Source: an optimization exercise on an open RTL-to-GDS flow (aim: small area, a short achievable clock period and few clock cycles). Production flows keep margins and buffers that such runs may drop.
In this exercise RTL edits were held to simulation tests only and were not proved equivalent to the original.

// ysyx_24090012
module ysyx_24090012(
    input         clk,          
    input         reset,          
    input         io_interrupt,   
    input         io_master_awready,
    output        io_master_awvalid,
    output [31:0] io_master_awaddr,
    output [3:0]  io_master_awid,
    output [7:0]  io_master_awlen,
    output [2:0]  io_master_awsize,
    output [1:0]  io_master_awburst,
    input         io_master_wready,
    output        io_master_wvalid,
    output [31:0] io_master_wdata,
    output [3:0]  io_master_wstrb,
    output        io_master_wlast,
    output        io_master_bready,
    input         io_master_bvalid,
    input  [1:0]  io_master_bresp,
    input  [3:0]  io_master_bid,
    input         io_master_arready,
    output        io_master_arvalid,
    output [31:0] io_master_araddr,
    output [3:0]  io_master_arid,
    output [7:0]  io_master_arlen,
    output [2:0]  io_master_arsize,
    output [1:0]  io_master_arburst,
    output        io_master_rready,
    input         io_master_rvalid,
    input  [1:0]  io_master_rresp,
    input  [31:0] io_master_rdata,
    input         io_master_rlast,
    input  [3:0]  io_master_rid
);
Size: about 7,000 cells after synthesis, ~1,600 flip-flops, ~190 I/O pins.
==> flow/config.mk <==
export PLATFORM = sky130hd
export DESIGN_NAME = ysyx_24090012
export DESIGN_NICKNAME = ysyx_24090012
export VERILOG_FILES = /design/flow/design.v
export SDC_FILE = /design/flow/constraint.sdc
export NUM_CORES = 4
export LEC_CHECK = 0
export CAP_MARGIN = 30
export CORE_MARGIN = 2
export CORE_UTILIZATION = 55
export SLEW_MARGIN = 30
==> flow/constraint.sdc <==
create_clock -name core_clock -period 16.0 [get_ports {clk}]
set_input_delay 3.2000 -clock core_clock [delete_from_list [all_inputs] [get_ports {clk}]]
set_output_delay 3.2000 -clock core_clock [all_outputs]
set_load 0.01 [all_outputs]
standard.sh (not shown) runs the stock make flow with config.mk's settings and CLKGATE_MAP_FILE= SYNTH_SCRIPT=/design/flow/synth_recipe.tcl, a recipe that flattens the netlist after the stock synthesis.
==> flow/flow/run.sh <==
#!/bin/bash
# The standard layout (standard.sh), with the setup repair aimed at 11.5 ns of slack
# at the design's 16 ns clock, so that repair_timing keeps shortening the critical paths.
set -euo pipefail
bash standard.sh SETUP_SLACK_MARGIN=11.5 finish > standard_flow.log 2>&1
Testbench counts at the start, summed over its fixed seeds: cycles 1,380,453.
Edit:
--- a/flow/design.v
+++ b/flow/design.v
@@ -227,23 +227,22 @@
                     ((f_use1 && f_rs1 == x_rd) || (f_use2 && f_rs2 == x_rd));
 wire        f_block = xk_redir || mispred;
 wire        f_adv = f_hit && !x_stall && !f_haz && !f_block;
 wire        if_req = !f_hit && !xk_redir && !r_v && (bstate != B_IF) && !(xk_ld && !ld_issued);
 wire        st_wr = st_pend || x_st_go;              
 wire        go_wr = bus_free && st_wr;
 wire        go_ld = bus_free && !st_wr && ld_req;
 wire        go_if = bus_free && !st_wr && !ld_req && if_req;
 wire        pc_take_tgt = f_pred && !r_v && !mispred;
 wire [31:0] pc_other = r_v ? (r_tz ? pc4 : redir_raw) : mispred ? br_pc : f_pc4;
 wire        pc_en = r_v || mispred || f_adv;
-integer i;
 always @(posedge clk) begin
     if (reset) begin
         pcf <= 32'h3000_0000;
         wv <= {(NL*NW){1'b0}};
         x_valid <= 1'b0;
         xk_ld <= 1'b0; xk_st <= 1'b0; xk_br <= 1'b0; xk_jal <= 1'b0; xk_redir <= 1'b0; x_wen <= 1'b0;
         w_en <= 1'b0;
         bstate <= B_IDLE;
         ar_v <= 1'b0; aw_v <= 1'b0; w_v <= 1'b0;
         st_pend <= 1'b0;
         ld_issued <= 1'b0; ld_clint <= 1'b0;
@@ -289,24 +288,23 @@
             bstate <= B_WR;
             aw_v <= 1'b1; w_v <= 1'b1;
         end
         if (go_ld) begin
             bstate <= B_LD;
             ar_v <= !is_clint;
             ld_issued <= 1'b1; ld_clint <= is_clint;
         end
         if (go_if) begin
             bstate <= B_IF;
             ar_v <= 1'b1;
-            for (i = 0; i < NW; i = i + 1)
-                if (ctag[f_idx] != f_tag || i >= f_word) wv[f_idx*NW + i] <= 1'b0;
+            if (ctag[f_idx] != f_tag) wv[f_idx*NW +: NW] <= {NW{1'b0}};
         end
     end
 end
 always @(posedge clk) begin
     r_tz <= (redir_raw == 32'h0);
     if (!x_stall) begin
         x_pc <= pcf; x_inst <= f_inst;
         x_a <= f_a; x_ob <= (k_op || k_br || k_st) ? f_b : f_imm;
         x_pred <= f_pred;
         xk_op <= k_op; xk_opi <= k_opi;
         xk_jalr <= k_jalr; xk_sys <= k_sys; xk_ecall <= k_ecall;
@@ -320,24 +318,26 @@
         pend_sel <= c_mstatus ? 2'd0 : c_mtvec ? 2'd1 : c_mepc ? 2'd2 : 2'd3;
         pend_data <= (f3 == 3'b001) ? x_a : (csr_rd | x_a);
     end
     if (x_st_go) begin
         st_data <= sd_data; st_strb <= sd_strb; st_size <= sd_size;
     end
     if (x_st_go || go_ld || go_if) addr_q <= x_st_go ? st_sum : (ld_req ? sum : {pcf[31:2], 2'b00});
     if (go_ld || go_if) begin
         ar_len <= ld_req ? 8'd0 : {{(8-WB){1'b0}}, ~f_word};
         ar_size <= ld_req ? ld_size : 3'd2;
     end
-    if (bstate == B_IF) cdata[{fill_idx, fill_word}] <= io_master_rdata;
-    if (bstate == B_IF && io_master_rvalid) fill_word <= fill_word + 1'b1;
+    if (bstate == B_IF && io_master_rvalid) begin
+        cdata[{fill_idx, fill_word}] <= io_master_rdata;
+        fill_word <= fill_word + 1'b1;
+    end
     if (go_if) begin
         fill_idx <= f_idx;
         fill_word <= f_word;
         ctag[f_idx] <= f_tag;
     end
 end
 assign io_master_awvalid = aw_v;
 assign io_master_awaddr  = addr_q;
 assign io_master_awid    = 4'h0;
 assign io_master_awlen   = 8'd0;
 assign io_master_awsize  = st_size;
=>
- clock skew is higher by 33 ps
- count of clock-buffer cells in the layout fell by 1
- non-clock buffer count decreases by 108
- wire length is lower by 3.5%
- final cell count went down by about 1.2%
- worst setup slack gets worse by 64 ps
- sequential cell count is unchanged
- sequential share of layout area came out higher by 0.93 points
- global-route usage drops by 1.5 points
- area after synthesis hardly moves
- die area hardly moves
- register-to-register slack loses 60 ps
- worst hold slack gets better by 13 ps
- via count is lower by about 1.5%
Testbench counts after the change, summed over its fixed seeds: cycles 1,380,453.

[what the ideal ports hide]
In the flow no input, the clock included, has a driving cell. The finished layouts below were timed again as built, in two steps.
Step 1: set_driving_cell puts a clkbuf_16 on clk and a buf_2 on each other input, an assumption about the parent block.
Step 2 times the ports against the registers' clock, not the clock port: input delays grow and output delays shrink by t, the midpoint of the rising clock arrivals with the driver on.
a / b / c = no drivers / after step 1 / after step 2; a / b = the first two.
run	t, ns	slack for setup (ns)	worst hold slack (ns)	slew at the worst register clock pin (ns)	worst slew at a driven data input, ns
the first run	0.904	11.403 / 11.328 / 10.611	0.437 / 0.437 / 0.437	0.07 / 0.07	0.14
the second run	0.915	11.339 / 11.269 / 10.641	0.450 / 0.450 / 0.450	0.07 / 0.07	0.09
After both steps setup and hold are still met in every run listed. For the first run, which loses most, drivers alone change the setup slack by -0.075 ns; drivers and shift together by -0.792 ns.
